Source: an optimization exercise on an open RTL-to-GDS flow (aim: small area). Production flows keep margins and buffers that such runs may drop. In this exercise RTL edits were held to simulation tests only and were not proved equivalent to the original. Power figures rest on the tool's default switching activity, not on a simulated workload.

==> flow/design.v (outline; a module is shown in full before it is edited, if it fits) <==
// module crc32_gen: 56 lines
// module timeout_lfsr: 16 lines
// module mac_tx_mode: 149 lines
// module mac_tx: 221 lines
// module mac_rx: 282 lines
// module mac_layer: 83 lines
// module arp_cache: 48 lines
// module arp_tx: 254 lines
// module arp_rx: 205 lines
// module arp_mac_top: 114 lines
// module icmp_rx_ram_8_256: 45 lines
// module icmp: 344 lines
// module ip_tx_mode: 159 lines
// module ip_tx: 287 lines
// module ip_rx: 219 lines
// module ip_layer: 125 lines
// module udp_shift_register: 16 lines
// module udp_tx: 167 lines
// module udp_rx: 130 lines
// module udp_layer: 59 lines
// module udp_ip_mac_top: 139 lines
module udp_ip_mac_top #(
    parameter       LOCAL_MAC = 48'h3C_2B_1A_09_4D_5E,
    parameter       LOCAL_IP  = 32'hC0_A8_01_6E,
    parameter       LOCL_PORT = 16'hF0F0,
    parameter       DEST_MAC  = 48'h04_D9_F5_89_43_66,
    parameter       DEST_IP   = 32'hC0_A8_01_69,
    parameter       DEST_PORT = 16'hA0A0 
)(
    input           rgmii_clk,
    input           rstn,
    input           app_data_in_valid,
    input   [7:0]   app_data_in,      
    input   [15:0]  app_data_length,    
    input           app_data_request, 
    output          udp_send_ack,   
    input           arp_req,
    output          arp_found,
    output          mac_not_exist,
    output          mac_send_end,
    output  [7:0]   udp_rec_rdata ,       
    output  [15:0]  udp_rec_data_length,      
    output          udp_rec_data_valid,        
    output          mac_data_valid,
    output  [7:0]   mac_tx_data,   
    input           rx_en,         
    input   [7:0]   mac_rx_datain
);
  // ...
==> flow/flow/run.sh <==
#!/bin/bash
# Layout flow: the standard ORFS flow (standard.sh), with these changes:
#  - synthesis maps adders as plain logic (no full-adder extraction, no
#    Kogge-Stone carry map) and uses an area-oriented ABC script (flow/abc_speed.script)
#  - port buffers are buf_1
#  - CTS builds the tree from clkbuf_8 with up to 18 sinks per cluster and
#    inserts no dummy loads
# Each tool's output stays in ORFS's own logs (orfs/logs); make's output is in
# standard_flow.log in this folder.
set -euo pipefail
WORK=$(pwd)
SX=$WORK/scripts_x
mkdir -p "$SX"
for f in "$FLOW_HOME"/scripts/*; do ln -sf "$f" "$SX/"; done
rm -f "$SX/abc_speed.script"
cp "$WORK/flow/abc_speed.script" "$SX/abc_speed.script"
export CTS_ARGS="-sink_clustering_enable -repair_clock_nets -dont_use_dummy_load -buf_list sky130_fd_sc_hd__clkbuf_16 -sink_clustering_size 36 -sink_clustering_max_diameter 60"
export BUFFER_PORTS_ARGS="-buffer_cell sky130_fd_sc_hd__buf_1"
export MAKEFLAGS="ADDER_MAP_FILE= SYNTH_OPERATIONS_ARGS=-nofsm SCRIPTS_DIR=$SX"
bash standard.sh > "$WORK/standard_flow.log" 2>&1
==> flow/flow/abc_speed.script <==
strash
&get -n
&fraig -x
&put
dc2
strash
&get -n
&dch -f
&nf
&put
==> flow/standard.sh <==
#!/bin/bash
# synth_recipe.tcl (not shown) runs the flow's synth.tcl, then flattens the netlist and writes it again
# the make line also repeats each setting of config.mk as NAME=value (left out here)
make -C /OpenROAD-flow-scripts/flow DESIGN_CONFIG=/design/flow/config.mk WORK_HOME=/design/flow/orfs CLKGATE_MAP_FILE= SYNTH_SCRIPT=/design/flow/synth_recipe.tcl "${@:-finish}"
==> flow/config.mk <==
export PLATFORM = sky130hd
export DESIGN_NAME = udp_ip_mac_top
export DESIGN_NICKNAME = udp_ip_mac_top
export VERILOG_FILES = /design/flow/design.v
export SDC_FILE = /design/flow/constraint.sdc
export NUM_CORES = 4
export LEC_CHECK = 0
export CAP_MARGIN = 20
export CORE_MARGIN = 2
export CORE_UTILIZATION = 40
export GPL_TIMING_DRIVEN = 0
export PLACE_DENSITY = 0.6
export SLEW_MARGIN = 20
==> flow/constraint.sdc <==
create_clock -name core_clock -period 8.0 [get_ports {rgmii_clk}]
set_input_delay 1.6000 -clock core_clock [delete_from_list [all_inputs] [get_ports {rgmii_clk}]]
set_output_delay 1.6000 -clock core_clock [all_outputs]
set_load 0.01 [all_outputs]
==> impl_metrics.ini, run 1 <==
[placed_design]
gp_congestion = 0.870
place_area_sq_um = 93800
post-place-ws_ns = 1.56

[worst_setup_path]
cpMaxStageDelayCell = nor3_2
rr_startpoint = ip_layer.ip_tx.ip_send_cnt[12]$_SDFF_PN0_
startpoint = ip_layer.ip_tx.ip_send_cnt[12]$_SDFF_PN0_
critPathMaxFanout = 9
reg2reg_depth = 18

[logic_synthesis]
synthSimpleGateAreaFrac_pct = 10.5
postSynthAreaPerCell_sq_um = 12.9
synth_cell_type_count = 69
synth.top_cell.area_share_pct = 66.0
netlist_instances = 6850
synth.most_common_cell = dfxtp_1
synthAdderAreaFrac_pct = 0.282

[power_and_ir_drop]
peakVddDrop_mv = 0.208
p_sw_share_pct = 20.1
power.group.top = registers
power_density_nw_per_um2 = 255
power_frac_comb_pct = 1.7

[final_layout]
final_cell_mix = 2912 x dfxtp_1, 394 x nor2_1, 365 x nand2_1, 348 x a21oi_1, 277 x o21ai_0
fin_area_sq_um = 97800
nClkBuffers = 155
sh_seq_area_pct = 68.1
n_antenna_cell = 11
syn2layout_area_growth_pct = 10.3
nNonClkBuffers = 159
drive_gt1_share_pct = 4.52

[global_routing]
grt_util_met1_pct = 25.8

[sta]
relSlewSlack_pct = 20.1
setup_viol_count_final = 0
grt_setup_unrepaired = false
setup_tns_ns = 0
fin_ws_ns = 1.59

[drt]
routed.top_layer = met4
viasPerCell = 5.01

[cts]
cts-hold-fix-buffers = 0
cts_setup_buffers = 0
cts_resized = 0
htreeDepth = 4

[floorplan]
pin_count = 76

[run_status]
status = finished clean
==> run 2, diff against run 1 <==
--- a/flow/flow/run.sh
+++ b/flow/flow/run.sh
@@ -14,7 +14,7 @@
 for f in "$FLOW_HOME"/scripts/*; do ln -sf "$f" "$SX/"; done
 rm -f "$SX/abc_speed.script"
 cp "$WORK/flow/abc_speed.script" "$SX/abc_speed.script"
-export CTS_ARGS="-sink_clustering_enable -repair_clock_nets -dont_use_dummy_load -buf_list sky130_fd_sc_hd__clkbuf_16 -sink_clustering_size 36 -sink_clustering_max_diameter 60"
+export CTS_ARGS="-sink_clustering_enable -repair_clock_nets -dont_use_dummy_load -buf_list sky130_fd_sc_hd__clkbuf_8 -sink_clustering_size 18 -sink_clustering_max_diameter 45"
 export BUFFER_PORTS_ARGS="-buffer_cell sky130_fd_sc_hd__buf_1"
 export MAKEFLAGS="ADDER_MAP_FILE= SYNTH_OPERATIONS_ARGS=-nofsm SCRIPTS_DIR=$SX"
 bash standard.sh > "$WORK/standard_flow.log" 2>&1
--- a/flow/config.mk
+++ b/flow/config.mk
@@ -7,7 +7,7 @@
 export LEC_CHECK = 0
 export CAP_MARGIN = 20
 export CORE_MARGIN = 2
-export CORE_UTILIZATION = 40
+export CORE_UTILIZATION = 55
 export GPL_TIMING_DRIVEN = 0
-export PLACE_DENSITY = 0.6
+export PLACE_DENSITY = 0.7
 export SLEW_MARGIN = 20
==> impl_metrics.ini, run 2 <==
[floorplan]
pin_count = 76
die_w_microns = 406
die-height_microns = 406
die_area_sq_um = 164000
initial_core_util_pct = 55.3
fp.coreArea_sq_um = 160000
placementRows = 147

[sta]
final.setup_skew_ns = 0.122
fin_ws_ns = 1.82
worst_pin_slew_ns = 1.18
timing.fmax_mhz = 162
relSlewSlack_pct = 20.7
grt_setup_unrepaired = false
final.period_utilization_pct = 77.3
fin_hold_ws_ns = 0.263
finalWorstPathRequiredPeriod_ns = 6.18
finalHoldViolations = 0
setup_tns_ns = 0
slew_violations = 0
setup_viol_count_final = 0

[cts]
clock_path_buffers = 4
cts_resized = 0
cts_setup_buffers = 0
cts_tree = built
clk_pin_slew_ns = 0.06
cts-hold-fix-buffers = 0
htreeDepth = 5
cts_made_buffers = 276
cts-root-buf = clkbuf_8
clock_sinks = 3190
clk_latency_ns = 1.07

[worst_setup_path]
endpoint_kind = flip-flop
cpMaxStageDelayCell = o311ai_0
cp.arrival_ns = 6.90
reg2reg_depth = 18
crit_type = flip-flop to flip-flop
required_ns = 8.72
critPathMaxFanout = 7
cp-start-kind = flip-flop
cpMostUsedCell = maj3_1
cp_slowest_stage_delay_ns = 0.63
cp_cell_sequence = nor4_1 > nand4_1 > nor3_2 > buf_4 > mux2i_1 > maj3_1 > o22ai_1 > a21o_1 > a21boi_0 > nor2_1 > o311a_1 > o311ai_0 > a311oi_1 > o31ai_1 > o22a_1 > maj3_1 > maj3_1 > xnor2_1

[worst_hold_path]
hold-path-cell-count = 0
min_path_type = flip-flop to flip-flop

[logic_synthesis]
yosysWarnings = 29
synth_common_cells = 2925 x dfxtp_1, 431 x nor2_1, 365 x nand2_1
yosysSeqAreaShare_pct = 75.0
ys_ff_latch = 3190
syn_nets = 6888
netlist_instances = 6850
syn_area_sq_um = 88700
synth.top_cell.area_share_pct = 66.0
synth_cell_type_count = 69
synth_ff_type = dfxtp_1
synth.most_common_cell = dfxtp_1
synth-edff-count = 264
synthTopCellsByArea = dfxtp_1 66%, edfxtp_1 8.9%, xnor2_1 2.6%
postSynthAreaPerCell_sq_um = 12.9
yosysTopAreaCell = dfxtp_1
synthArstFlopShare_pct = 0.0313

[drt]
drt_wl_total_mm = 189
ant_nets = 0
wire_per_inst_microns = 20.0
first_iter_violations = 4774
drc = 0
viasPerCell = 5.46
first_pass_iters = 6
via_count = 51500

[placed_design]
gp_congestion = 0.909
post-place-ws_ns = 1.87
hpwl_mm = 129
io_buffers = 75
place_area_sq_um = 92800
dp_cells = 9147

[final_layout]
final_cell_mix = 2912 x dfxtp_1, 397 x nor2_1, 365 x nand2_1, 348 x a21oi_1, 277 x o21ai_0
largest-register = ip_layer.icmp.icmp_receive_ram.ring
largestRegisters = ip_layer.icmp.icmp_receive_ram.ring: 2048 flops, udp_layer.udp_tx.udp_shift_register.sr: 64 flops, ip_layer.icmp.icmp_receive_ram.dly: 56 flops
utilization_pct = 60.3
fill_cells = 12500
mostFrequentLayoutCell = dfxtp_1
largest_register_ffs = 2048
fin_area_sq_um = 96700
syn2layout_area_growth_pct = 9.06
layout.nets = 7303
final_cells = 9430
drive_gt1_share_pct = 6.02

[power_and_ir_drop]
peakVddDrop_mv = 0.185
leakage_nw = 35.7
p_total_mw = 24.7
power_density_nw_per_um2 = 255

[global_routing]
use_met3_pct = 4.70
grt-busiest-layer = met2
grt_pass1_vias = 49200
grtUsageTotal_pct = 22.6
grt_pass1_wl_mm = 284
grtUsageMet2_pct = 34.4
grt_max_degree = 70
antenna_found_initial = 12
overflow = 0
grt_util_met1_pct = 31.8

[flow_run]
max_cap_violations = 0

[run_status]
status = finished clean
[run 2: cell counts after synthesis]
Identical to the previous run, type by type.
[run 2: cell families (layout without fill, tap and decap cells)]
family / Yosys count / in the layout / synth area share, %
flops: 3190 / 3190 / 75.0
simple gates: 1851 / 1851 / 10.5
xor+xnor: 405 / 405 / 4.00
buf+inv: 92 / 505 / 0.389
compound gates: 1258 / 1258 / 9.43
fa+ha+maj: 25 / 25 / 0.282
mux: 29 / 29 / 0.343
other cells: 0 / 7 / 0
[run 2: per-layer routing]
metal	wire length, microns	share of wire, %	up-vias
li1	-	-	24900
met1	87200	46	24700
met5	21	0.011	-
met3	12400	6.5	390
met2	82600	44	1538
met4	6410	3.4	4
[run 2: final cells by class]
type,count,area (sq um),area share [%]
antenna,7,17.5,0.0181
inverter,72,275,0.285
sequential,3190,66500,68.8
clock buffer,276,3800,3.93
multi-input combinational,3568,22200,22.9
timing repair buffer,137,1090,1.13
buffer,20,75.1,0.0776
tap,2160,2700,2.80
[run 2: worst max-delay path: cells and delay by family (launching register included)]
kind            cells  cell delay [ns]
compound gates      8             2.59
xor+xnor            1             0.07
fa+ha+maj           3             0.67
buf+inv             1             0.26
flops               1             0.38
mux                 1             0.30
simple gates        4             1.71
[run 2: power by group]
| part | internal, mW | switching, mW | leakage, nW |
|---|---|---|---|
| Sequential | 16.3 | 0.228 | 26.2 |
| Clock | 3.10 | 4.65 | 1.98 |
| Combinational | 0.212 | 0.212 | 7.49 |
| Total | 19.6 | 5.09 | 35.7 |
[run 2: final timing paths]
kind,slack (ns),startpoint,end
max,1.82,ip_layer.ip_tx.ip_send_cnt[12]$_SDFF_PN0_,ip_layer.ip_tx.checksum[15]$_DFFE_PP_
min reg2reg,0.26,ip_layer.icmp.icmp_receive_ram.ring[253][6]$_DFF_P_,ip_layer.icmp.icmp_receive_ram.ring[254][6]$_DFF_P_
min,0.26,ip_layer.icmp.icmp_receive_ram.ring[253][6]$_DFF_P_,ip_layer.icmp.icmp_receive_ram.ring[254][6]$_DFF_P_
min in group asynchronous,0.91,rstn,arp_mac_top_U1.arp_cache.mac_not_exist$_DFF_PN0_
max in group asynchronous,6.93,rstn,arp_mac_top_U1.arp_cache.mac_not_exist$_DFF_PN0_
max reg2reg,1.82,ip_layer.ip_tx.ip_send_cnt[12]$_SDFF_PN0_,ip_layer.ip_tx.checksum[15]$_DFFE_PP_
==> run 3, diff against run 2 <==
==> flow/flow/abc_speed.script (replaced) <==
strash
&get -n
&fraig -x
&put
dc2
strash
dc2
strash
dc2
strash
&get -n
&dch -f
&nf
&dch -f
&nf
&dch -f
&nf
&put
==> impl_metrics.ini, run 3 <==
[run_status]
status = finished clean

[worst_setup_path]
rr_startpoint = ip_layer.ip_tx.ip_send_cnt[12]$_SDFF_PN0_
cp_top_family = adder cells
cpMostUsedCell = maj3_1
r2r_setup_slack_ns = 1.56
required_ns = 8.64
startpoint = ip_layer.ip_tx.ip_send_cnt[12]$_SDFF_PN0_
critPathMaxFanout = 7
endpoint_kind = flip-flop
cp_cell_sequence = nor4_1 > nand4b_1 > nor4_2 > buf_4 > mux2i_1 > maj3_1 > o22ai_1 > maj3_1 > a21oi_1 > o211ai_1 > a31oi_1 > a211oi_1 > o31ai_1 > maj3_1 > o22ai_1 > a21oi_1 > maj3_1 > maj3_1 > xnor2_1
cp_num_buf_inv = 1
cpMaxStageDelayCell = nor4_2
cp_slowest_stage_delay_ns = 0.68
cp.arrival_ns = 7.07
crit_type = flip-flop to flip-flop
cp-start-kind = flip-flop

[sta]
finalHoldViolations = 0
grt_setup_unrepaired = false
final.period_utilization_pct = 80.4
final.setup_skew_ns = 0.142
finalWorstPathRequiredPeriod_ns = 6.44
slew_violations = 0
worst_pin_slew_ns = 1.22
timing.fmax_mhz = 155
setup_tns_ns = 0
setup_viol_count_final = 0
relSlewSlack_pct = 18.4

[logic_synthesis]
yosysWarnings = 29
syn_area_sq_um = 88200
synth_ff_type = dfxtp_1
yosysTopAreaCell = dfxtp_1
syn_nets = 6864
synthTopCellsByArea = dfxtp_1 66%, edfxtp_1 9.0%, nor2_1 2.1%
yosysSeqAreaShare_pct = 75.4
synth_common_cells = 2925 x dfxtp_1, 498 x nor2_1, 334 x a21oi_1
synth-edff-count = 264
synth_cell_type_count = 71
netlist_instances = 6826
postSynthAreaPerCell_sq_um = 12.9
ys_ff_latch = 3190
synthArstFlopShare_pct = 0.0313
synth.top_cell.area_share_pct = 66.4
synth.most_common_cell = dfxtp_1

[floorplan]
die_area_sq_um = 164000
initial_core_util_pct = 55.5
fp.coreArea_sq_um = 159000
die_w_microns = 405
placementRows = 146
die-height_microns = 405
pin_count = 76

[final_layout]
layout.nets = 7236
mostFrequentLayoutCell = dfxtp_1
largest-register = ip_layer.icmp.icmp_receive_ram.ring
final_cell_mix = 2912 x dfxtp_1, 460 x nor2_1, 332 x nand2_1, 332 x a21oi_1, 300 x o21ai_0
syn2layout_area_growth_pct = 8.33
largest_register_ffs = 2048
drive_gt1_share_pct = 5.39
largestRegisters = ip_layer.icmp.icmp_receive_ram.ring: 2048 flops, udp_layer.udp_tx.udp_shift_register.sr: 64 flops, ip_layer.icmp.icmp_receive_ram.dly: 56 flops

[drt]
wire_per_inst_microns = 19.8
first_pass_iters = 7
via_count = 51200
ant_nets = 0
viasPerCell = 5.53
first_iter_violations = 4513
drc = 0
drt_wl_total_mm = 184

[cts]
cts_setup_buffers = 0
cts_made_buffers = 237
cts_tree = built
htreeDepth = 4
clock_path_buffers = 3
clk_pin_slew_ns = 0.09
cts-hold-fix-buffers = 0
clock_sinks = 3190
cts_resized = 0
clk_latency_ns = 0.99
cts-root-buf = clkbuf_8

[global_routing]
grt_max_degree = 78
grtUsageTotal_pct = 22.1
grt_pass1_vias = 49000
antenna_found_initial = 5
overflow = 0
grt_pass1_wl_mm = 281

[placed_design]
gp_congestion = 0.900
hpwl_mm = 124
io_buffers = 75

[power_and_ir_drop]
p_total_mw = 24.0
power_density_nw_per_um2 = 252
leakage_nw = 35.1
peakVddDrop_mv = 0.284

[flow_run]
max_cap_violations = 0

[worst_hold_path]
min-delay-start = udp_layer.udp_tx.udp_shift_register.sr[0][4]$_DFF_P_
min_path_type = flip-flop to flip-flop
-- run 3: kinds of logic after synthesis --
family / share of synthesized area [%]
buf+inv: 0.464
xor+xnor: 3.41
mux: 0.294
fa+ha+maj: 0.340
compound gates: 9.59
flops: 75.4
simple gates: 10.5
-- run 3: worst reg2reg max path, stage by stage, from the launching register on --
cell	delay [ns]
dfxtp_1	0.37
nor4_1	0.50
nand4b_1	0.40
nor4_2	0.68
buf_4	0.28
mux2i_1	0.11
maj3_1	0.39
o22ai_1	0.24
maj3_1	0.28
a21oi_1	0.16
o211ai_1	0.24
a31oi_1	0.19
a211oi_1	0.33
o31ai_1	0.19
maj3_1	0.42
o22ai_1	0.25
a21oi_1	0.15
maj3_1	0.41
maj3_1	0.41
xnor2_1	0.15
-- run 3: area by class of cell --
cell class	instances	area [sq um]
Sequential cell	3190	66500
Fill cell	12400	63300
Multi-Input combinational cell	3527	21700
Clock buffer	237	3260
Tap cell	2072	2590
Timing Repair Buffer	133	1070
Inverter	89	339
Buffer	20	75.1
Antenna cell	5	12.5
-- run 3: final timing paths --
check                                                                        to  cells past startpoint
max                                       ip_layer.ip_tx.checksum[15]$_DFFE_PP_                     19
min                        udp_layer.udp_tx.udp_shift_register.sr[1][4]$_DFF_P_                      0
max reg2reg                               ip_layer.ip_tx.checksum[15]$_DFFE_PP_                     19
min reg2reg                udp_layer.udp_tx.udp_shift_register.sr[1][4]$_DFF_P_                      0
max in group asynchronous      arp_mac_top_U1.arp_cache.mac_not_exist$_DFF_PN0_                      2
min in group asynchronous      arp_mac_top_U1.arp_cache.mac_not_exist$_DFF_PN0_                      2
-- run 3: where the power goes --
group          internal (mW)  switching, mW
sequential              16.3          0.188
clock                   2.63           4.51
combinational          0.213          0.217
total                   19.1           4.92
-- run 3: through the flow --
step | std cells | hold slack (ns) | cell area (sq um) | utilization [%] | worst slack [ns]
2_1_floorplan | 6826 | 0.310 | 88200 | - | 0.792
3_3_place_gp | 8973 | 0.310 | 91100 | 57.3 | -6.48
3_5_place_dp | 9031 | 0.312 | 92200 | 58.0 | 1.68
4_1_cts | 9268 | 0.272 | 95500 | 60.1 | 1.59
5_1_grt | 9272 | 0.287 | 95600 | 60.1 | 1.12
6_report | 9273 | 0.276 | 95600 | 60.1 | 1.56
-- run 3: routing by layer --
metal	GRT usage, %	up-vias	part of all wire (%)
met5	0	-	0
met1	30.1	24600	45
li1	-	24700	-
met3	3.51	384	5.7
met4	9.32	0	4.1
met2	35.2	1551	45
==> run 4, diff against run 3 <==
==> flow/flow/abc_speed.script (replaced) <==
strash
&get -n
&fraig -x
&put
dc2
strash
&get -n
&dch -f
&nf
&put
--- a/flow/config.mk
+++ b/flow/config.mk
@@ -7,7 +7,7 @@
 export LEC_CHECK = 0
 export CAP_MARGIN = 20
 export CORE_MARGIN = 2
-export CORE_UTILIZATION = 55
+export CORE_UTILIZATION = 40
 export GPL_TIMING_DRIVEN = 0
-export PLACE_DENSITY = 0.7
+export PLACE_DENSITY = 0.6
 export SLEW_MARGIN = 20
==> impl_metrics.ini, run 4 <==
[final_layout]
syn2layout_area_growth_pct = 10.5
drive_gt1_share_pct = 6.39
utilization_pct = 44.6
largestRegisters = ip_layer.icmp.icmp_receive_ram.ring: 2048 flops, udp_layer.udp_tx.udp_shift_register.sr: 64 flops, ip_layer.icmp.icmp_receive_ram.dly: 56 flops
final_cell_mix = 2912 x dfxtp_1, 394 x nor2_1, 365 x nand2_1, 348 x a21oi_1, 298 x clkbuf_8
largest-register = ip_layer.icmp.icmp_receive_ram.ring
mostFrequentLayoutCell = dfxtp_1
largest_register_ffs = 2048
fill_cells = 19900
layout.nets = 7328

[floorplan]
initial_core_util_pct = 40.3
die-height_microns = 475
die_area_sq_um = 225000
pin_count = 76
fp.coreArea_sq_um = 220000
placementRows = 172
die_w_microns = 475

[drt]
via_count = 51500
drc = 0
viasPerCell = 5.03
first_pass_iters = 7
ant_nets = 0
drt_wl_total_mm = 193
wire_per_inst_microns = 18.9
first_iter_violations = 4214

[cts]
clock_path_buffers = 4
cts_setup_buffers = 0
clock_sinks = 3190
cts-root-buf = clkbuf_8
cts_made_buffers = 298
cts-hold-fix-buffers = 0
htreeDepth = 5
clk_pin_slew_ns = 0.10
clk_latency_ns = 1.05
cts_tree = built
cts_resized = 0

[sta]
worst_pin_slew_ns = 1.15
timing.fmax_mhz = 157
finalHoldViolations = 0
fin_ws_ns = 1.62
final.period_utilization_pct = 79.7
slew_violations = 0
finalWorstPathRequiredPeriod_ns = 6.38
setup_tns_ns = 0
setup_viol_count_final = 0
relSlewSlack_pct = 22.8
final.setup_skew_ns = 0.0974
grt_setup_unrepaired = false

[run_status]
status = finished clean

[global_routing]
grtUsageTotal_pct = 16.9
grt_max_degree = 75
grt_pass1_wl_mm = 294
antenna_found_initial = 17
overflow = 0
grt_pass1_vias = 49100

[placed_design]
gp_congestion = 0.870
io_buffers = 75
post-place-ws_ns = 1.56
hpwl_mm = 133

[logic_synthesis]
yosysWarnings = 29
yosysSeqAreaShare_pct = 75.0
synth.top_cell.area_share_pct = 66.0
synth-edff-count = 264
syn_nets = 6888
netlist_instances = 6850
yosysTopAreaCell = dfxtp_1
postSynthAreaPerCell_sq_um = 12.9
synthArstFlopShare_pct = 0.0313
ys_ff_latch = 3190
synthTopCellsByArea = dfxtp_1 66%, edfxtp_1 8.9%, xnor2_1 2.6%
syn_area_sq_um = 88700
synth_cell_type_count = 69
synth_ff_type = dfxtp_1
synth_common_cells = 2925 x dfxtp_1, 431 x nor2_1, 365 x nand2_1
synth.most_common_cell = dfxtp_1

[worst_setup_path]
critPathMaxFanout = 9
cp-start-kind = flip-flop
cp_cell_sequence = nor4_1 > nand4_1 > nor3_2 > buf_6 > mux2i_1 > maj3_1 > o22ai_1 > a21o_1 > a21boi_0 > nor2_1 > o311a_1 > o311ai_0 > a311oi_1 > o31ai_1 > o22a_1 > maj3_1 > maj3_1 > xnor2_1
cp_slowest_stage_delay_ns = 0.74
crit_type = flip-flop to flip-flop
reg2reg_depth = 18
rr_startpoint = ip_layer.ip_tx.ip_send_cnt[12]$_SDFF_PN0_
cpMostUsedCell = maj3_1
endpoint_kind = flip-flop
required_ns = 8.73
cp.arrival_ns = 7.11
cp_num_buf_inv = 1
reg2reg_to = ip_layer.ip_tx.checksum[15]$_DFFE_PP_
cpMaxStageDelayCell = nor3_2
r2r_setup_slack_ns = 1.62
cp_top_family = compound AO/OA/AOI/OAI gates

[flow_run]
max_cap_violations = 0

[power_and_ir_drop]
power_density_nw_per_um2 = 255
leakage_nw = 35.9
peakVddDrop_mv = 0.170

[worst_hold_path]
min_path_type = flip-flop to flip-flop
hold-path-cell-count = 0
hold_path_end = ip_layer.icmp.icmp_receive_ram.ring[138][2]$_DFF_P_
min-delay-start = ip_layer.icmp.icmp_receive_ram.ring[137][2]$_DFF_P_
==> run 4: changes by cell type after synthesis, sizes merged, moves of 18 or more <==
cell,previous run,this run
a222oi,80,53
a22o,56,74
a22oi,69,94
and3,115,91
nand2,333,365
nand4,76,101
nor2,498,431
nor3,151,169
o21ai,300,277
xnor2,212,260
==> run 4: kinds of logic after synthesis <==
group	synth area share, %
mux	0.343
buf+inv	0.389
flops	75.0
fa+ha+maj	0.282
xor+xnor	4.00
compound gates	9.43
simple gates	10.5
==> run 4: worst reg2reg max path, cell delays in order (launching register included) <==
cell      delay (ns)
dfxtp_1         0.39
nor4_1          0.53
nand4_1         0.46
nor3_2          0.74
buf_6           0.25
mux2i_1         0.28
maj3_1          0.31
o22ai_1         0.15
a21o_1          0.22
a21boi_0        0.35
nor2_1          0.12
o311a_1         0.34
o311ai_0        0.59
a311oi_1        0.27
o31ai_1         0.42
o22a_1          0.23
maj3_1          0.22
maj3_1          0.19
xnor2_1         0.06
==> run 4: metrics by stage <==
step                hold WS (ns)  instance area [sq um]  power [mW]  std cells
floorplan                  0.310                  88700        17.1       6850
global placement           0.310                  92600        17.3       9883
detailed placement         0.312                  93800        17.3       9947
CTS                        0.255                  97900        25.3      10200
global route               0.266                  98000        26.0      10200
finish                     0.263                  98000        25.0      10300
==> run 4: how the worst max path moves through the flow <==
stage	startpoint	slack, ns	end	cells after the start
3_3_place_gp	rstn	-9.07	ip_layer.ip_rx.ip_rx_end$_SDFF_PN0_	10
2_1_floorplan	ip_layer.ip_tx.ip_send_cnt[9]$_SDFF_PN0_	2.32	ip_layer.ip_tx.checksum[15]$_DFFE_PP_	17
4_1_cts	ip_layer.ip_tx.ip_send_cnt[12]$_SDFF_PN0_	1.57	ip_layer.ip_tx.checksum[15]$_DFFE_PP_	18
3_5_place_dp	rstn	1.56	ip_layer.ip_rx.ip_rx_end$_SDFF_PN0_	13
5_1_grt	ip_layer.ip_tx.ip_send_cnt[12]$_SDFF_PN0_	1.09	ip_layer.ip_tx.checksum[15]$_DFFE_PP_	18
6_report	ip_layer.ip_tx.ip_send_cnt[12]$_SDFF_PN0_	1.62	ip_layer.ip_tx.checksum[15]$_DFFE_PP_	18
==> run 4: final cells by class <==
type / instances / area [sq um] / share of cell area [%]
timing repair buffer: 140 / 1090 / 1.11
multi-input combinational: 3568 / 22200 / 22.6
inverter: 72 / 275 / 0.281
buffer: 20 / 75.1 / 0.0766
antenna: 6 / 15.0 / 0.0153
clock buffer: 298 / 4100 / 4.19
tap: 2958 / 3700 / 3.78
sequential: 3190 / 66500 / 67.9
==> run 4: where the power goes <==
group	total, mW	internal (mW)	leakage [nW]	switching, mW
clock network	8.07	3.33	2.14	4.74
logic	0.431	0.213	7.51	0.218
registers	16.5	16.3	26.2	0.208
total	25.0	19.8	35.9	5.17
==> run 4: layer usage <==
| metal | track usage [%] | share of wire [%] | wire (microns) | vias to the layer above |
|---|---|---|---|---|
| met3 | 3.12 | 5.8 | 11200 | 324 |
| li1 | - | - | - | 24900 |
| met2 | 24.1 | 41 | 79300 | 1393 |
| met4 | 4.96 | 2.4 | 4640 | 2 |
| met1 | 25.7 | 51 | 98300 | 24900 |
| met5 | 0 | 0.0067 | 13 | - |
==> run 5, diff against run 4 <==
--- a/flow/flow/run.sh
+++ b/flow/flow/run.sh
@@ -14,7 +14,7 @@
 for f in "$FLOW_HOME"/scripts/*; do ln -sf "$f" "$SX/"; done
 rm -f "$SX/abc_speed.script"
 cp "$WORK/flow/abc_speed.script" "$SX/abc_speed.script"
-export CTS_ARGS="-sink_clustering_enable -repair_clock_nets -dont_use_dummy_load -buf_list sky130_fd_sc_hd__clkbuf_8 -sink_clustering_size 18 -sink_clustering_max_diameter 45"
+export CTS_ARGS="-sink_clustering_enable -repair_clock_nets -dont_use_dummy_load -buf_list sky130_fd_sc_hd__clkbuf_8 -sink_clustering_size 22 -sink_clustering_max_diameter 45"
 export BUFFER_PORTS_ARGS="-buffer_cell sky130_fd_sc_hd__buf_1"
 export MAKEFLAGS="ADDER_MAP_FILE= SYNTH_OPERATIONS_ARGS=-nofsm SCRIPTS_DIR=$SX"
 bash standard.sh > "$WORK/standard_flow.log" 2>&1
==> flow/flow/abc_speed.script (replaced) <==
strash
&get -n
&fraig -x
&put
dc2
strash
dc2
strash
dc2
strash
&get -n
&dch -f
&nf
&dch -f
&nf
&dch -f
&nf
&put
--- a/flow/config.mk
+++ b/flow/config.mk
@@ -7,7 +7,7 @@
 export LEC_CHECK = 0
 export CAP_MARGIN = 20
 export CORE_MARGIN = 2
-export CORE_UTILIZATION = 40
+export CORE_UTILIZATION = 55
 export GPL_TIMING_DRIVEN = 0
-export PLACE_DENSITY = 0.6
+export PLACE_DENSITY = 0.7
 export SLEW_MARGIN = 20
==> impl_metrics.ini, run 5 <==
[worst_hold_path]
min_path_type = flip-flop to flip-flop
hold-path-cell-count = 0

[sta]
finalHoldViolations = 0
final.period_utilization_pct = 80.3
grt_setup_unrepaired = false
fin_ws_ns = 1.58
relSlewSlack_pct = 26.6
setup_viol_count_final = 0
finalWorstPathRequiredPeriod_ns = 6.42
slew_violations = 0
worst_pin_slew_ns = 1.09
final.setup_skew_ns = 0.132
setup_tns_ns = 0
timing.fmax_mhz = 156

[cts]
cts_resized = 0
clock_sinks = 3190
cts_tree = built
clock_path_buffers = 3
clk_latency_ns = 0.98
cts-hold-fix-buffers = 0
cts-root-buf = clkbuf_8
cts_made_buffers = 219
htreeDepth = 4
clk_pin_slew_ns = 0.12
cts_setup_buffers = 0

[placed_design]
post-place-ws_ns = 1.68
hpwl_mm = 124
gp_congestion = 0.900
io_buffers = 75
dp_cells = 9031

[worst_setup_path]
cp.arrival_ns = 7.05
endpoint_kind = flip-flop
critPathMaxFanout = 7
reg2reg_depth = 19
required_ns = 8.63
crit_type = flip-flop to flip-flop
cp-start-kind = flip-flop
r2r_setup_slack_ns = 1.58

[logic_synthesis]
yosysWarnings = 29
synth.most_common_cell = dfxtp_1
syn_area_sq_um = 88200
synth.top_cell.area_share_pct = 66.4
ys_ff_latch = 3190
syn_nets = 6864
synthArstFlopShare_pct = 0.0313
postSynthAreaPerCell_sq_um = 12.9
synth_ff_type = dfxtp_1
yosysTopAreaCell = dfxtp_1
synth-edff-count = 264
yosysSeqAreaShare_pct = 75.4
synth_common_cells = 2925 x dfxtp_1, 498 x nor2_1, 334 x a21oi_1
synthTopCellsByArea = dfxtp_1 66%, edfxtp_1 9.0%, nor2_1 2.1%
netlist_instances = 6826
synth_cell_type_count = 71

[drt]
wire_per_inst_microns = 19.8
drt_wl_total_mm = 183
viasPerCell = 5.52
ant_nets = 0
via_count = 51100
drc = 0
first_iter_violations = 4545
first_pass_iters = 6

[floorplan]
die-height_microns = 405
initial_core_util_pct = 55.5
die_area_sq_um = 164000
placementRows = 146
fp.coreArea_sq_um = 159000
die_w_microns = 405
pin_count = 76

[global_routing]
grt_pass1_vias = 48800
grtUsageTotal_pct = 22.0
overflow = 0
grt_max_degree = 78
grt_pass1_wl_mm = 280
antenna_found_initial = 6

[final_layout]
largestRegisters = ip_layer.icmp.icmp_receive_ram.ring: 2048 flops, udp_layer.udp_tx.udp_shift_register.sr: 64 flops, ip_layer.icmp.icmp_receive_ram.dly: 56 flops
final_cell_mix = 2912 x dfxtp_1, 460 x nor2_1, 332 x nand2_1, 332 x a21oi_1, 300 x o21ai_0
largest_register_ffs = 2048
largest-register = ip_layer.icmp.icmp_receive_ram.ring
mostFrequentLayoutCell = dfxtp_1
fill_cells = 12400
layout.nets = 7218
syn2layout_area_growth_pct = 8.06
final_cells = 9255
drive_gt1_share_pct = 5.17

[run_status]
status = finished clean

[power_and_ir_drop]
p_total_mw = 23.8
leakage_nw = 35.0
peakVddDrop_mv = 0.237
power_density_nw_per_um2 = 250

[flow_run]
max_cap_violations = 0
==> run 5: cell count changes after synthesis, sizes merged, moves of 23 or more <==
cell,change
nor2,+67
xnor2,-48
nand2,-32
a222oi,+27
a22oi,-25
nand4,-25
and3,+24
o21ai,+23
==> run 5: cell type report <==
type                            count  area (sq um)  area share [%]
Sequential cell                  3190         66500            69.8
Multi-Input combinational cell   3527         21700            22.8
Clock buffer                      219          3010            3.16
Tap cell                         2072          2590            2.72
Timing Repair Buffer              133          1070            1.12
Inverter                           89           339           0.356
Buffer                             20          75.1          0.0787
Antenna cell                        5          12.5          0.0131
==> run 5: report_power, final <==
| part | internal (mW) | switching [mW] | total (mW) | leakage, nW |
|---|---|---|---|---|
| sequential | 16.3 | 0.187 | 16.5 | 26.2 |
| clock | 2.44 | 4.45 | 6.89 | 1.57 |
| combinational | 0.213 | 0.217 | 0.430 | 7.19 |
| total | 18.9 | 4.85 | 23.8 | 35.0 |
==> run 5: metal layers <==
layer / vias to the layer above / part of all wire (%) / track usage, % / wire length (microns)
met3: 367 / 5.6 / 3.53 / 10300
li1: 24700 / - / - / -
met4: 0 / 4.0 / 9.22 / 7270
met2: 1490 / 45 / 35.0 / 83100
met5: - / 0 / 0 / 0
met1: 24500 / 45 / 30.1 / 82400
==> run 5: critical path, stage by stage, from the launching register on <==
cell and delay (ns):
dfxtp_1 0.37, nor4_1 0.49, nand4b_1 0.40, nor4_2 0.68, buf_4 0.28, mux2i_1 0.11
maj3_1 0.38, o22ai_1 0.24, maj3_1 0.27, a21oi_1 0.15, o211ai_1 0.24, a31oi_1 0.19
a211oi_1 0.33, o31ai_1 0.19, maj3_1 0.42, o22ai_1 0.25, a21oi_1 0.15, maj3_1 0.41
maj3_1 0.41, xnor2_1 0.15
==> run 5: cells by family after synthesis <==
family / synth area share (%)
xor+xnor: 3.41
mux: 0.294
compound gates: 9.59
fa+ha+maj: 0.340
buf+inv: 0.464
flops: 75.4
simple gates: 10.5
==> run 5: final timing paths <==
check,from,end
worst max register to register,ip_layer.ip_tx.ip_send_cnt[12]$_SDFF_PN0_,ip_layer.ip_tx.checksum[15]$_DFFE_PP_
worst max-delay path,ip_layer.ip_tx.ip_send_cnt[12]$_SDFF_PN0_,ip_layer.ip_tx.checksum[15]$_DFFE_PP_
max in group asynchronous,rstn,arp_mac_top_U1.arp_cache.mac_not_exist$_DFF_PN0_
worst min register to register,ip_layer.icmp.icmp_receive_ram.ring[112][1]$_DFF_P_,ip_layer.icmp.icmp_receive_ram.ring[113][1]$_DFF_P_
min in group asynchronous,rstn,arp_mac_top_U1.arp_cache.mac_not_exist$_DFF_PN0_
worst min-delay path,ip_layer.icmp.icmp_receive_ram.ring[112][1]$_DFF_P_,ip_layer.icmp.icmp_receive_ram.ring[113][1]$_DFF_P_
==> run 5: through the flow <==
| stage | utilization, % | instance area (sq um) | hold WS (ns) |
|---|---|---|---|
| after global routing | 60.0 | 95300 | 0.251 |
| after CTS | 59.9 | 95200 | 0.256 |
| final | 60.0 | 95300 | 0.255 |
| after detailed placement | 58.0 | 92200 | 0.312 |
| after floorplan | - | 88200 | 0.310 |
| after global placement | 57.3 | 91100 | 0.310 |
==> run 6, diff against run 5 <==
==> flow/flow/run.sh (replaced) <==
#!/bin/bash
# Layout flow: the standard ORFS flow (standard.sh), with these changes:
#  - synthesis maps adders as plain logic (no full-adder extraction, no
#    Kogge-Stone carry map) and uses an area-oriented ABC script (flow/abc_speed.script, replacing
#    ORFS's abc_speed.script in a linked copy of the scripts folder)
#  - port buffers are buf_1
#  - CTS builds the tree from clkbuf_8 with up to 18 sinks per cluster and
#    inserts no dummy loads
# Each tool's output stays in ORFS's own logs (orfs/logs); make's output is in
# standard_flow.log in this folder.
set -euo pipefail
WORK=$(pwd)
SX=$WORK/scripts_x
mkdir -p "$SX"
for f in "$FLOW_HOME"/scripts/*; do ln -sf "$f" "$SX/"; done
rm -f "$SX/abc_speed.script"
cp "$WORK/flow/abc_speed.script" "$SX/abc_speed.script"
export CTS_ARGS="-sink_clustering_enable -repair_clock_nets -dont_use_dummy_load -buf_list sky130_fd_sc_hd__clkbuf_8 -sink_clustering_size 18 -sink_clustering_max_diameter 45"
export BUFFER_PORTS_ARGS="-buffer_cell sky130_fd_sc_hd__buf_1"
export MAKEFLAGS="ADDER_MAP_FILE= SYNTH_OPERATIONS_ARGS=-nofsm SCRIPTS_DIR=$SX"
bash standard.sh > "$WORK/standard_flow.log" 2>&1
--- a/flow/config.mk
+++ b/flow/config.mk
@@ -5,9 +5,9 @@
 export SDC_FILE = /design/flow/constraint.sdc
 export NUM_CORES = 4
 export LEC_CHECK = 0
-export CAP_MARGIN = 20
+export CAP_MARGIN = 5
 export CORE_MARGIN = 2
 export CORE_UTILIZATION = 55
 export GPL_TIMING_DRIVEN = 0
 export PLACE_DENSITY = 0.7
-export SLEW_MARGIN = 20
+export SLEW_MARGIN = 5
==> impl_metrics.ini, run 6 <==
[cts]
cts-hold-fix-buffers = 0
cts_tree = built
cts_resized = 0
htreeDepth = 4
cts_made_buffers = 240
cts-root-buf = clkbuf_8
clk_pin_slew_ns = 0.10
clock_sinks = 3190
cts_setup_buffers = 0
clock_path_buffers = 3
clk_latency_ns = 1.00

[drt]
viasPerCell = 5.51
drc = 0
via_count = 51200
first_iter_violations = 4625
wire_per_inst_microns = 19.8
first_pass_iters = 7
drt_wl_total_mm = 184
ant_nets = 0

[floorplan]
die_area_sq_um = 164000
die_w_microns = 405
placementRows = 146
die-height_microns = 405
pin_count = 76
initial_core_util_pct = 55.5
fp.coreArea_sq_um = 159000

[placed_design]
gp_congestion = 0.900
dp_cells = 9040
hpwl_mm = 127
io_buffers = 75

[logic_synthesis]
synth_cell_type_count = 71
synthSimpleGateAreaFrac_pct = 10.5
synth_compound_gate_area_share_pct = 9.59
yosysTopAreaCell = dfxtp_1
synth.most_common_cell = dfxtp_1
yosysSeqAreaShare_pct = 75.4
synth-edff-count = 264
syn_area_sq_um = 88200
postSynthAreaPerCell_sq_um = 12.9
synth_common_cells = 2925 x dfxtp_1, 498 x nor2_1, 334 x a21oi_1
synth.top_cell.area_share_pct = 66.4
synthTopCellsByArea = dfxtp_1 66%, edfxtp_1 9.0%, nor2_1 2.1%
yosysWarnings = 29
netlist_instances = 6826
synth_ff_type = dfxtp_1
ys_ff_latch = 3190
synth_top_family_by_area = simple AND/OR/NAND/NOR gates
syn_nets = 6864
synth_xor_area_share_pct = 3.41
synthAdderAreaFrac_pct = 0.340
synthArstFlopShare_pct = 0.0313
synthMuxAreaShare_pct = 0.294

[worst_setup_path]
crit_type = flip-flop to flip-flop
endpoint_kind = flip-flop
cp-start-kind = flip-flop
critPathMaxFanout = 11
cp.arrival_ns = 6.83
required_ns = 8.71

[sta]
final.setup_skew_ns = 0.123
final.period_utilization_pct = 76.5
finalWorstPathRequiredPeriod_ns = 6.12
timing.fmax_mhz = 163
relSlewSlack_pct = 8.61
worst_pin_slew_ns = 1.36
grt_setup_unrepaired = false
finalHoldViolations = 0
setup_viol_count_final = 0
slew_violations = 0

[worst_hold_path]
min_path_type = flip-flop to flip-flop

[global_routing]
antenna_found_initial = 3
grt_pass1_wl_mm = 283
grtUsageTotal_pct = 22.2
grt_pass1_vias = 49300
grt_max_degree = 92
overflow = 0

[power_and_ir_drop]
peakVddDrop_mv = 0.221
p_total_mw = 24.1
power_density_nw_per_um2 = 252
leakage_nw = 35.2

[final_layout]
mostFrequentLayoutCell = dfxtp_1
largest_register_ffs = 2048
largest-register = ip_layer.icmp.icmp_receive_ram.ring
largestRegisters = ip_layer.icmp.icmp_receive_ram.ring: 2048 flops, udp_layer.udp_tx.udp_shift_register.sr: 64 flops, ip_layer.icmp.icmp_receive_ram.dly: 56 flops
layout.nets = 7249
drive_gt1_share_pct = 5.22
final_cell_mix = 2915 x dfxtp_1, 462 x nor2_1, 332 x nand2_1, 332 x a21oi_1, 300 x o21ai_0
syn2layout_area_growth_pct = 8.53
final_cells = 9286
fill_cells = 12200

[run_status]
status = finished clean

[flow_run]
max_cap_violations = 0
[run 6: final cells by class]
class,instances,area [sq um],share of cell area [%]
antenna,5,12.5,0.0131
buffer,20,75.1,0.0784
clock buffer,240,3300,3.45
inverter,89,339,0.354
multi-input combinational,3527,21500,22.5
sequential,3190,66500,69.5
tap,2072,2590,2.71
timing repair buffer,143,1400,1.46
[run 6: metrics by stage]
stage	hold WS [ns]	cell area (sq um)	util [%]	setup WS, ns	setup TNS, ns
3_3_place_gp	0.310	91100	57.3	-6.48	-582.46
3_5_place_dp	0.312	92400	58.1	1.88	0
4_1_cts	0.261	95700	60.2	1.89	0
5_1_grt	0.278	95700	60.2	1.49	0
2_1_floorplan	0.310	88200	-	0.792	0
6_report	0.272	95800	60.2	1.88	0
[run 6: critical path, cell delays in order (launching register included)]
cell	delay [ns]
dfxtp_1	0.37
nor4_1	0.50
nand4b_1	0.39
nor4_2	0.38
buf_4	0.25
buf_6	0.16
nand2_1	0.08
maj3_1	0.40
o22ai_1	0.24
maj3_1	0.28
a21oi_1	0.16
o211ai_1	0.24
a31oi_1	0.18
a211oi_1	0.32
o31ai_1	0.18
maj3_1	0.42
o22ai_1	0.25
a21oi_1	0.15
maj3_1	0.41
maj3_1	0.41
xnor2_1	0.15
[run 6: final timing paths]
kind                                                                          start                                             endpoint  slack [ns]  cells after the start
worst max-delay path                      ip_layer.ip_tx.ip_send_cnt[12]$_SDFF_PN0_                ip_layer.ip_tx.checksum[15]$_DFFE_PP_        1.88                     20
worst min-delay path            ip_layer.icmp.icmp_receive_ram.ring[247][1]$_DFF_P_  ip_layer.icmp.icmp_receive_ram.ring[248][1]$_DFF_P_        0.27                      0
worst max register to register            ip_layer.ip_tx.ip_send_cnt[12]$_SDFF_PN0_                ip_layer.ip_tx.checksum[15]$_DFFE_PP_        1.88                     20
worst min register to register  ip_layer.icmp.icmp_receive_ram.ring[247][1]$_DFF_P_  ip_layer.icmp.icmp_receive_ram.ring[248][1]$_DFF_P_        0.27                      0
max in group asynchronous                                                      rstn     arp_mac_top_U1.arp_cache.mac_not_exist$_DFF_PN0_        6.58                      3
min in group asynchronous                                                      rstn     arp_mac_top_U1.arp_cache.mac_not_exist$_DFF_PN0_        1.24                      3
[run 6: per-layer routing]
layer | wire length, microns | track usage, % | vias to the layer above
li1 | - | - | 24800
met1 | 82000 | 29.8 | 24500
met2 | 83300 | 35.3 | 1451
met3 | 10400 | 3.87 | 415
met4 | 8380 | 10.3 | 0
met5 | 0 | 0 | -
[run 6: logic make-up (layout without fill, tap and decap cells)]
| logic type | count (synthesis) | after routing |
|---|---|---|
| simple gates | 1856 | 1856 |
| xor+xnor | 343 | 343 |
| mux | 25 | 25 |
| flops | 3190 | 3190 |
| buf+inv | 109 | 492 |
| other cells | 0 | 5 |
| fa+ha+maj | 30 | 30 |
| compound gates | 1273 | 1273 |
[run 6: where the power goes]
| group | switching, mW | internal, mW | total (mW) |
|---|---|---|---|
| Combinational | 0.228 | 0.213 | 0.441 |
| Clock | 4.54 | 2.66 | 7.20 |
| Sequential | 0.176 | 16.3 | 16.5 |
| Total | 4.94 | 19.2 | 24.1 |
==> run 7, diff against run 6 <==
--- a/flow/flow/abc_speed.script
+++ b/flow/flow/abc_speed.script
@@ -16,3 +16,7 @@
 &dch -f
 &nf
 &put
+topo
+buffer -c
+upsize -c
+dnsize -c
--- a/flow/config.mk
+++ b/flow/config.mk
@@ -5,9 +5,9 @@
 export SDC_FILE = /design/flow/constraint.sdc
 export NUM_CORES = 4
 export LEC_CHECK = 0
-export CAP_MARGIN = 5
+export CAP_MARGIN = 20
 export CORE_MARGIN = 2
 export CORE_UTILIZATION = 55
 export GPL_TIMING_DRIVEN = 0
 export PLACE_DENSITY = 0.7
-export SLEW_MARGIN = 5
+export SLEW_MARGIN = 20
==> impl_metrics.ini, run 7 <==
[run_status]
status = finished clean

[power_and_ir_drop]
power_frac_comb_pct = 2.1
pwr-share-clk_pct = 29.8
p_sw_share_pct = 20.8
peakVddDrop_mv = 0.219
power_density_nw_per_um2 = 251
p_sw_mw = 5.04
leakage_nw = 35.6
seq_power_share_pct = 68.1
p_int_mw = 19.2

[cts]
cts_setup_buffers = 0
clock_sinks = 3190
cts_resized = 0
clk_latency_ns = 1.03
clock_path_buffers = 3
cts-hold-fix-buffers = 0
clk_pin_slew_ns = 0.10
cts_tree = built
htreeDepth = 4
cts_made_buffers = 240
cts-root-buf = clkbuf_8

[floorplan]
die_w_microns = 407
placementRows = 147
pin_count = 76
initial_core_util_pct = 55.5
die-height_microns = 407
fp.coreArea_sq_um = 161000
die_area_sq_um = 165000

[worst_hold_path]
min-delay-start = ip_layer.icmp.icmp_receive_ram.ring[247][2]$_DFF_P_
min_path_type = flip-flop to flip-flop

[logic_synthesis]
synth-edff-count = 264
synth_ff_type = dfxtp_1
synth_common_cells = 2925 x dfxtp_1, 498 x nor2_1, 333 x nand2_1
synth.most_common_cell = dfxtp_1
netlist_instances = 7044
ys_ff_latch = 3190
yosysSeqAreaShare_pct = 74.5
yosysTopAreaCell = dfxtp_1
syn_nets = 7082
synthArstFlopShare_pct = 0.0313
yosysWarnings = 29
synth_cell_type_count = 91
synth.top_cell.area_share_pct = 65.6
synthTopCellsByArea = dfxtp_1 66%, edfxtp_1 8.9%, nor2_1 2.1%
postSynthAreaPerCell_sq_um = 12.7
syn_area_sq_um = 89200

[drt]
first_pass_iters = 10
viasPerCell = 5.50
routed.top_layer = met4
wl_met2_mm = 92.5
drt_wl_total_mm = 201
wl_met3_mm = 11.8
first_iter_violations = 4641
wire_per_inst_microns = 21.0
ant_nets = 0
via_count = 52600
drc = 0
wl_met1_mm = 88.1

[global_routing]
grtUsageTotal_pct = 24.0
grt_pass1_vias = 50200
grt_pass1_wl_mm = 301
grt_max_degree = 22
overflow = 0
antenna_found_initial = 6

[worst_setup_path]
required_ns = 8.79
critPathMaxFanout = 20
cp.arrival_ns = 6.12
endpoint_kind = flip-flop
startpoint = arp_mac_top_U1.mac_layer.mac_rx.mac_rx_data_3d[0]$_DFF_P_
rr_startpoint = arp_mac_top_U1.mac_layer.mac_rx.mac_rx_data_3d[0]$_DFF_P_
crit_type = flip-flop to flip-flop
cp-start-kind = flip-flop

[sta]
final.period_utilization_pct = 66.6
setup_viol_count_final = 0
slew_violations = 0
final.setup_skew_ns = 0.136
grt_setup_unrepaired = false
relSlewSlack_pct = 19.4
setup_tns_ns = 0
timing.fmax_mhz = 188
finalWorstPathRequiredPeriod_ns = 5.33
worst_pin_slew_ns = 1.21
finalHoldViolations = 0

[final_layout]
largest_register_ffs = 2048
mostFrequentLayoutCell = dfxtp_1
layout.nets = 7441
utilization_pct = 60.0
largestRegisters = ip_layer.icmp.icmp_receive_ram.ring: 2048 flops, udp_layer.udp_tx.udp_shift_register.sr: 64 flops, ip_layer.icmp.icmp_receive_ram.dly: 56 flops
syn2layout_area_growth_pct = 8.02
final_cell_mix = 2917 x dfxtp_1, 464 x nor2_1, 333 x nand2_1, 331 x a21oi_1, 297 x o21ai_0
drive_gt1_share_pct = 5.76
largest-register = ip_layer.icmp.icmp_receive_ram.ring

[flow_run]
max_cap_violations = 0

[placed_design]
hpwl_mm = 141
io_buffers = 75
gp_congestion = 0.931
[run 7: power by group through the flow]
stage	combinational, mW	clock (mW)	sequential [mW]
4_1_cts	0.500	7.39	16.5
2_1_floorplan	0.341	0	16.8
5_1_grt	0.545	7.96	16.5
3_5_place_dp	0.495	0	16.9
6_report	0.503	7.21	16.5
3_3_place_gp	0.450	0	16.9
[run 7: cells by family (layout without fill, tap and decap cells)]
family	after synthesis	after routing	synth area share (%)
flip-flops	3190	3190	74.5
AND/OR/NAND/NOR	1856	1856	10.5
AO/OA/AOI/OAI	1273	1273	9.56
XOR/XNOR	343	343	3.38
buffers and inverters	327	684	1.38
adder cells (fa/ha/maj)	30	30	0.353
multiplexers	25	25	0.304
other	0	3	0
[run 7: area by class of cell]
class | instances | area, sq um
well taps | 2160 | 2700
inverters | 89 | 334
clock buffers | 240 | 3300
fillers | 12600 | 64400
flip-flops and latches | 3190 | 66500
plain buffers | 238 | 903
multi-input cells | 3527 | 21800
repair buffers | 117 | 851
diodes | 3 | 7.51
[run 7: final timing paths]
kind	end	slack, ns	cells after the start
min in group asynchronous	arp_mac_top_U1.arp_cache.mac_not_exist$_DFF_PN0_	0.40	1
max	ip_layer.ip_rx.checksum_acc[15]$_SDFFCE_PN0P_	2.67	20
min	ip_layer.icmp.icmp_receive_ram.ring[248][2]$_DFF_P_	0.23	0
min reg2reg	ip_layer.icmp.icmp_receive_ram.ring[248][2]$_DFF_P_	0.23	0
max in group asynchronous	arp_mac_top_U1.arp_cache.mac_not_exist$_DFF_PN0_	7.47	1
max reg2reg	ip_layer.ip_rx.checksum_acc[15]$_SDFFCE_PN0P_	2.67	20
[run 7: metrics by stage]
step                      instance area [sq um]  hold WS, ns  instances  worst slack (ns)  total power, mW
after CTS                                 96300        0.225       9561              2.73             24.4
final                                     96400        0.231       9564              2.67             24.2
after global placement                    92200        0.310       9279              2.14             17.3
after detailed placement                  93000        0.312       9321              2.72             17.3
after floorplan                           89200        0.310       7044              3.36             17.1
after global routing                      96400        0.226       9562              2.35             25.0
[run 7: routing by layer]
| layer | vias to the layer above | track usage [%] |
|---|---|---|
| met3 | 468 | 3.73 |
| met2 | 1703 | 38.6 |
| met5 | - | 0 |
| met1 | 25200 | 32.1 |
| li1 | 25200 | - |
| met4 | 0 | 10.4 |
[run 7: critical path, cell delays in order, from the launching register on]
cell	delay, ns
dfxtp_2	0.37
buf_12	0.18
buf_2	0.23
maj3_1	0.41
maj3_1	0.40
maj3_1	0.41
maj3_1	0.39
and2_1	0.19
a21oi_1	0.21
a21oi_1	0.14
a21oi_1	0.31
a211oi_1	0.15
a21oi_1	0.26
a211oi_1	0.15
a21oi_1	0.30
a211oi_1	0.16
a21oi_1	0.27
a211oi_1	0.15
a21oi_1	0.23
xnor2_1	0.15
nor2_1	0.06
==> run 8, diff against run 7 <==
==> flow/flow/abc_speed.script (replaced) <==
strash
&get -n
&fraig -x
&put
dc2
strash
dc2
strash
dc2
strash
&get -n
&dch -f
&nf
&dch -f
&nf
&dch -f
&nf
&put
==> impl_metrics.ini, run 8 <==
[floorplan]
die_w_microns = 405
pin_count = 76
fp.coreArea_sq_um = 159000
initial_core_util_pct = 55.5
die_area_sq_um = 164000
die-height_microns = 405
placementRows = 146

[sta]
grt_setup_unrepaired = false
setup_viol_count_final = 0
finalHoldViolations = 0
final.setup_skew_ns = 0.142
finalWorstPathRequiredPeriod_ns = 6.44
slew_violations = 0
fin_ws_ns = 1.56
relSlewSlack_pct = 18.4
final.period_utilization_pct = 80.4
timing.fmax_mhz = 155
worst_pin_slew_ns = 1.22
setup_tns_ns = 0

[power_and_ir_drop]
power_density_nw_per_um2 = 252
peakVddDrop_mv = 0.284
leakage_nw = 35.1

[worst_hold_path]
hold-path-cell-count = 0
min_path_type = flip-flop to flip-flop
hold_path_end = udp_layer.udp_tx.udp_shift_register.sr[1][4]$_DFF_P_
min-delay-start = udp_layer.udp_tx.udp_shift_register.sr[0][4]$_DFF_P_

[cts]
htreeDepth = 4
clk_pin_slew_ns = 0.09
cts-hold-fix-buffers = 0
clock_sinks = 3190
clock_path_buffers = 3
cts_tree = built
cts_setup_buffers = 0
cts_made_buffers = 237
cts_resized = 0
clk_latency_ns = 0.99
cts-root-buf = clkbuf_8

[logic_synthesis]
postSynthAreaPerCell_sq_um = 12.9
netlist_instances = 6826
synth-edff-count = 264
synth.top_cell.area_share_pct = 66.4
yosysSeqAreaShare_pct = 75.4
ys_ff_latch = 3190
synth_ff_type = dfxtp_1
yosysTopAreaCell = dfxtp_1
syn_nets = 6864
synth.most_common_cell = dfxtp_1
synth_cell_type_count = 71
synthArstFlopShare_pct = 0.0313
yosysWarnings = 29
syn_area_sq_um = 88200
synth_common_cells = 2925 x dfxtp_1, 498 x nor2_1, 334 x a21oi_1
synthTopCellsByArea = dfxtp_1 66%, edfxtp_1 9.0%, nor2_1 2.1%

[drt]
ant_nets = 0
via_count = 51200
drc = 0
viasPerCell = 5.53
wire_per_inst_microns = 19.8
first_pass_iters = 7
first_iter_violations = 4513
drt_wl_total_mm = 184

[final_layout]
largestRegisters = ip_layer.icmp.icmp_receive_ram.ring: 2048 flops, udp_layer.udp_tx.udp_shift_register.sr: 64 flops, ip_layer.icmp.icmp_receive_ram.dly: 56 flops
regArea_sq_um = 66500
final_cells = 9273
largest-register = ip_layer.icmp.icmp_receive_ram.ring
fill_cells = 12400
layout.nets = 7236
mostFrequentLayoutCell = dfxtp_1
drive_gt1_share_pct = 5.39
final_cell_mix = 2912 x dfxtp_1, 460 x nor2_1, 332 x nand2_1, 332 x a21oi_1, 300 x o21ai_0
multi_input_area_sq_um = 21700
syn2layout_area_growth_pct = 8.33
largest_register_ffs = 2048

[worst_setup_path]
cp.arrival_ns = 7.07
cp-start-kind = flip-flop
r2r_setup_slack_ns = 1.56
endpoint_kind = flip-flop
rr_startpoint = ip_layer.ip_tx.ip_send_cnt[12]$_SDFF_PN0_
reg2reg_depth = 19
reg2reg_to = ip_layer.ip_tx.checksum[15]$_DFFE_PP_
crit_type = flip-flop to flip-flop
critPathMaxFanout = 7
required_ns = 8.64

[placed_design]
io_buffers = 75
dp_cells = 9031
hpwl_mm = 124
post-place-ws_ns = 1.68
gp_congestion = 0.900

[global_routing]
overflow = 0
grt_max_degree = 78
grt_pass1_wl_mm = 281
grtUsageTotal_pct = 22.1
grt_pass1_vias = 49000
antenna_found_initial = 5

[run_status]
status = finished clean

[flow_run]
max_cap_violations = 0
run 8: cell count changes after synthesis, moves of 7 or more:
cell      change
or2_0        +18
mux2_2        -7
and2_1       -88
and2_0       +88
maj3_2        -9
inv_1        -86
or2_2        -18
maj3_1       +10
clkinv_1     +88
mux2_1        +7
clkbuf_1    -218
run 8: per-layer routing:
metal / track usage [%] / routed length (microns)
met3: 3.51 / 10400
met5: 0 / 0
met1: 30.1 / 82400
met2: 35.2 / 83400
met4: 9.32 / 7470
run 8: per-stage QoR:
stage               power, mW  hold WS [ns]  util (%)  cell area, sq um
floorplan                17.1         0.310         -             88200
global placement         17.2         0.310      57.3             91100
detailed placement       17.3         0.312      58.0             92200
CTS                      24.2         0.272      60.1             95500
global route             24.9         0.287      60.1             95600
finish                   24.0         0.276      60.1             95600
run 8: worst max path at each step:
stage,slack [ns],endpoint,start
floorplan,0.79,ip_layer.ip_tx.checksum[15]$_DFFE_PP_,ip_layer.ip_tx.ip_send_cnt[9]$_SDFF_PN0_
global placement,-6.48,udp_layer.udp_rx.state[0]$_SDFF_PN0_,rstn
detailed placement,1.68,ip_layer.ip_tx.checksum[15]$_DFFE_PP_,ip_layer.ip_tx.ip_send_cnt[12]$_SDFF_PN0_
CTS,1.59,ip_layer.ip_tx.checksum[15]$_DFFE_PP_,ip_layer.ip_tx.ip_send_cnt[12]$_SDFF_PN0_
global route,1.12,ip_layer.ip_tx.checksum[15]$_DFFE_PP_,ip_layer.ip_tx.ip_send_cnt[12]$_SDFF_PN0_
finish,1.56,ip_layer.ip_tx.checksum[15]$_DFFE_PP_,ip_layer.ip_tx.ip_send_cnt[12]$_SDFF_PN0_
run 8: cells by family after synthesis:
kind of cell             after synthesis  synth area share, %
AO/OA/AOI/OAI                       1273                 9.59
multiplexers                          25                0.294
adder cells (fa/ha/maj)               30                0.340
buffers and inverters                109                0.464
AND/OR/NAND/NOR                     1856                 10.5
XOR/XNOR                             343                 3.41
flip-flops                          3190                 75.4
run 8: layout make-up:
type | count | share of cell area [%]
Sequential cell | 3190 | 69.6
Multi-Input combinational cell | 3527 | 22.7
Inverter | 89 | 0.355
Tap cell | 2072 | 2.71
Clock buffer | 237 | 3.41
Timing Repair Buffer | 133 | 1.12
Antenna cell | 5 | 0.0131
Buffer | 20 | 0.0785
run 8: power by group:
| part | internal [mW] | leakage (nW) | switching, mW |
|---|---|---|---|
| clock | 2.63 | 1.70 | 4.51 |
| combinational | 0.213 | 7.19 | 0.217 |
| sequential | 16.3 | 26.2 | 0.188 |
| total | 19.1 | 35.1 | 4.92 |
run 8: critical path: stages (launching register included):
cell and delay (ns):
dfxtp_1 0.37, nor4_1 0.50, nand4b_1 0.40, nor4_2 0.68, buf_4 0.28, mux2i_1 0.11, maj3_1 0.39, o22ai_1 0.24
maj3_1 0.28, a21oi_1 0.16, o211ai_1 0.24, a31oi_1 0.19, a211oi_1 0.33, o31ai_1 0.19, maj3_1 0.42, o22ai_1 0.25
a21oi_1 0.15, maj3_1 0.41, maj3_1 0.41, xnor2_1 0.15
==> run 9, diff against run 8 <==
--- a/flow/config.mk
+++ b/flow/config.mk
@@ -7,7 +7,7 @@
 export LEC_CHECK = 0
 export CAP_MARGIN = 20
 export CORE_MARGIN = 2
-export CORE_UTILIZATION = 55
+export CORE_UTILIZATION = 65
 export GPL_TIMING_DRIVEN = 0
-export PLACE_DENSITY = 0.7
+export PLACE_DENSITY = 0.78
 export SLEW_MARGIN = 20
==> impl_metrics.ini, run 9 <==
[cts]
cts-hold-fix-buffers = 0
htreeDepth = 4
clock_path_buffers = 3
clk_latency_ns = 0.98
cts-root-buf = clkbuf_8
clock_sinks = 3190
cts_made_buffers = 225
cts_tree = built
cts_resized = 0
clk_pin_slew_ns = 0.10
cts_setup_buffers = 0

[placed_design]
post-place-ws_ns = 1.64
gp_congestion = 0.893
dp_cells = 8750
hpwl_mm = 131
io_buffers = 75

[global_routing]
grt_max_degree = 75
grt_util_met1_pct = 36.0
grt_pass1_vias = 50000
grt_pass1_wl_mm = 288
grt-busiest-layer = met2
grtUsageTotal_pct = 27.1
antenna_found_initial = 6
overflow = 0
use_met3_pct = 4.21
grtUsageMet2_pct = 44.1

[worst_setup_path]
reg2reg_depth = 19
startpoint = ip_layer.ip_tx.ip_send_cnt[15]$_SDFF_PN0_
cp.arrival_ns = 7.14
required_ns = 8.65
endpoint_kind = flip-flop
crit_type = flip-flop to flip-flop
reg2reg_to = ip_layer.ip_tx.checksum[15]$_DFFE_PP_
cp-start-kind = flip-flop
rr_startpoint = ip_layer.ip_tx.ip_send_cnt[15]$_SDFF_PN0_
r2r_setup_slack_ns = 1.51
critPathMaxFanout = 7

[drt]
via_count = 51900
drt_wl_total_mm = 190
wire_per_inst_microns = 21.2
viasPerCell = 5.79
drc = 0
ant_nets = 0
first_pass_iters = 8
first_iter_violations = 4851

[sta]
timing.fmax_mhz = 154
final.period_utilization_pct = 81.1
grt_setup_unrepaired = false
finalHoldViolations = 0
setup_viol_count_final = 0
fin_ws_ns = 1.51
relSlewSlack_pct = 19.1
slew_violations = 0
worst_pin_slew_ns = 1.20
finalWorstPathRequiredPeriod_ns = 6.49
final.setup_skew_ns = 0.126

[worst_hold_path]
min_path_type = flip-flop to flip-flop
hold-path-cell-count = 0
hold_path_end = ip_layer.icmp.icmp_receive_ram.ring[192][6]$_DFF_P_
min-delay-start = ip_layer.icmp.icmp_receive_ram.ring[191][6]$_DFF_P_

[logic_synthesis]
synthTopCellsByArea = dfxtp_1 66%, edfxtp_1 9.0%, nor2_1 2.1%
synthArstFlopShare_pct = 0.0313
synth_ff_type = dfxtp_1
yosysWarnings = 29
ys_ff_latch = 3190
yosysTopAreaCell = dfxtp_1
synth_common_cells = 2925 x dfxtp_1, 498 x nor2_1, 334 x a21oi_1
yosysSeqAreaShare_pct = 75.4
synth.most_common_cell = dfxtp_1
syn_area_sq_um = 88200
synth_cell_type_count = 71
synth.top_cell.area_share_pct = 66.4
netlist_instances = 6826
syn_nets = 6864
synth-edff-count = 264
postSynthAreaPerCell_sq_um = 12.9

[final_layout]
largestRegisters = ip_layer.icmp.icmp_receive_ram.ring: 2048 flops, udp_layer.udp_tx.udp_shift_register.sr: 64 flops, ip_layer.icmp.icmp_receive_ram.dly: 56 flops
syn2layout_area_growth_pct = 7.79
final_cell_mix = 2913 x dfxtp_1, 458 x nor2_1, 332 x nand2_1, 331 x a21oi_1, 300 x o21ai_0
final_cells = 8976
drive_gt1_share_pct = 5.37
largest_register_ffs = 2048
largest-register = ip_layer.icmp.icmp_receive_ram.ring
mostFrequentLayoutCell = dfxtp_1
fill_cells = 9027
layout.nets = 7234

[power_and_ir_drop]
leakage_nw = 35.1
p_total_mw = 24.0
power_density_nw_per_um2 = 252
peakVddDrop_mv = 0.232

[run_status]
status = finished clean

[floorplan]
initial_core_util_pct = 65.3
die-height_microns = 372
die_w_microns = 372
placementRows = 135
fp.coreArea_sq_um = 135000
die_area_sq_um = 139000
pin_count = 76

[flow_run]
max_cap_violations = 0
==> run 9: final cells by class <==
type | instances | area [sq um] | share of cell area [%]
Sequential cell | 3190 | 66500 | 70.0
Multi-Input combinational cell | 3527 | 21600 | 22.7
Clock buffer | 225 | 3100 | 3.26
Tap cell | 1781 | 2230 | 2.34
Timing Repair Buffer | 143 | 1200 | 1.27
Inverter | 89 | 339 | 0.357
Buffer | 20 | 75.1 | 0.0789
Antenna cell | 1 | 2.50 | 0.00263
==> run 9: worst max path at each step <==
stage | end | slack, ns | cells past startpoint
floorplan | ip_layer.ip_tx.checksum[15]$_DFFE_PP_ | 0.79 | 18
global placement | udp_layer.udp_rx.state[0]$_SDFF_PN0_ | -6.21 | 11
detailed placement | ip_layer.ip_tx.checksum[15]$_DFFE_PP_ | 1.64 | 19
CTS | ip_layer.ip_tx.checksum[15]$_DFFE_PP_ | 1.58 | 19
global route | ip_layer.ip_tx.checksum[15]$_DFFE_PP_ | 1.23 | 19
finish | ip_layer.ip_tx.checksum[15]$_DFFE_PP_ | 1.51 | 19
==> run 9: layer usage <==
metal  share of wire, %  up-vias
li1                   -    24800
met1                 43    25000
met2                 47     1747
met3                6.0      434
met4                4.5        4
met5              0.016        -
==> run 9: where the power goes <==
group | switching, mW | internal (mW) | total [mW]
sequential | 0.191 | 16.3 | 16.5
combinational | 0.226 | 0.212 | 0.439
clock | 4.53 | 2.50 | 7.03
==> run 9: cells by family (layout without fill, tap and decap cells) <==
| family | count (synthesis) | after routing | share of synthesized area (%) |
|---|---|---|---|
| DFF | 3190 | 3190 | 75.4 |
| and+or+nand+nor | 1856 | 1856 | 10.5 |
| muxes | 25 | 25 | 0.294 |
| buffers and inverters | 109 | 477 | 0.464 |
| other | 0 | 1 | 0 |
| AOI/OAI and AO/OA | 1273 | 1273 | 9.59 |
| xor gates and xnor gates | 343 | 343 | 3.41 |
| adders and majority gates | 30 | 30 | 0.340 |
==> run 9: critical path, cell delays in order, from the launching register on <==
cell	delay, ns
dfxtp_1	0.37
nor4_1	0.47
nand4b_1	0.43
nor4_2	0.68
buf_4	0.27
mux2i_1	0.11
maj3_1	0.40
o22ai_1	0.26
maj3_1	0.28
a21oi_1	0.17
o211ai_1	0.27
a31oi_1	0.20
a211oi_1	0.36
o31ai_1	0.16
maj3_1	0.42
o22ai_1	0.26
a21oi_1	0.16
maj3_1	0.42
maj3_1	0.41
xnor2_1	0.15
==> run 9: stage by stage <==
step | util (%) | setup TNS (ns) | hold WS (ns) | instance area [sq um]
floorplan | - | 0 | 0.310 | 88200
CTS | 70.3 | 0 | 0.225 | 95000
global placement | 67.1 | -572.14 | 0.310 | 90700
global route | 70.4 | 0 | 0.237 | 95100
detailed placement | 68.0 | 0 | 0.312 | 91900
finish | 70.4 | 0 | 0.232 | 95100

Re-timed with assumed drivers on the ports (clkbuf_16 on the clock, buf_2 on other inputs), run 9 has 1.510 ns of setup slack against 1.510 ns with ideal ports, and 1.510 ns once port delays also move by the mid clock arrival of 0.998 ns.
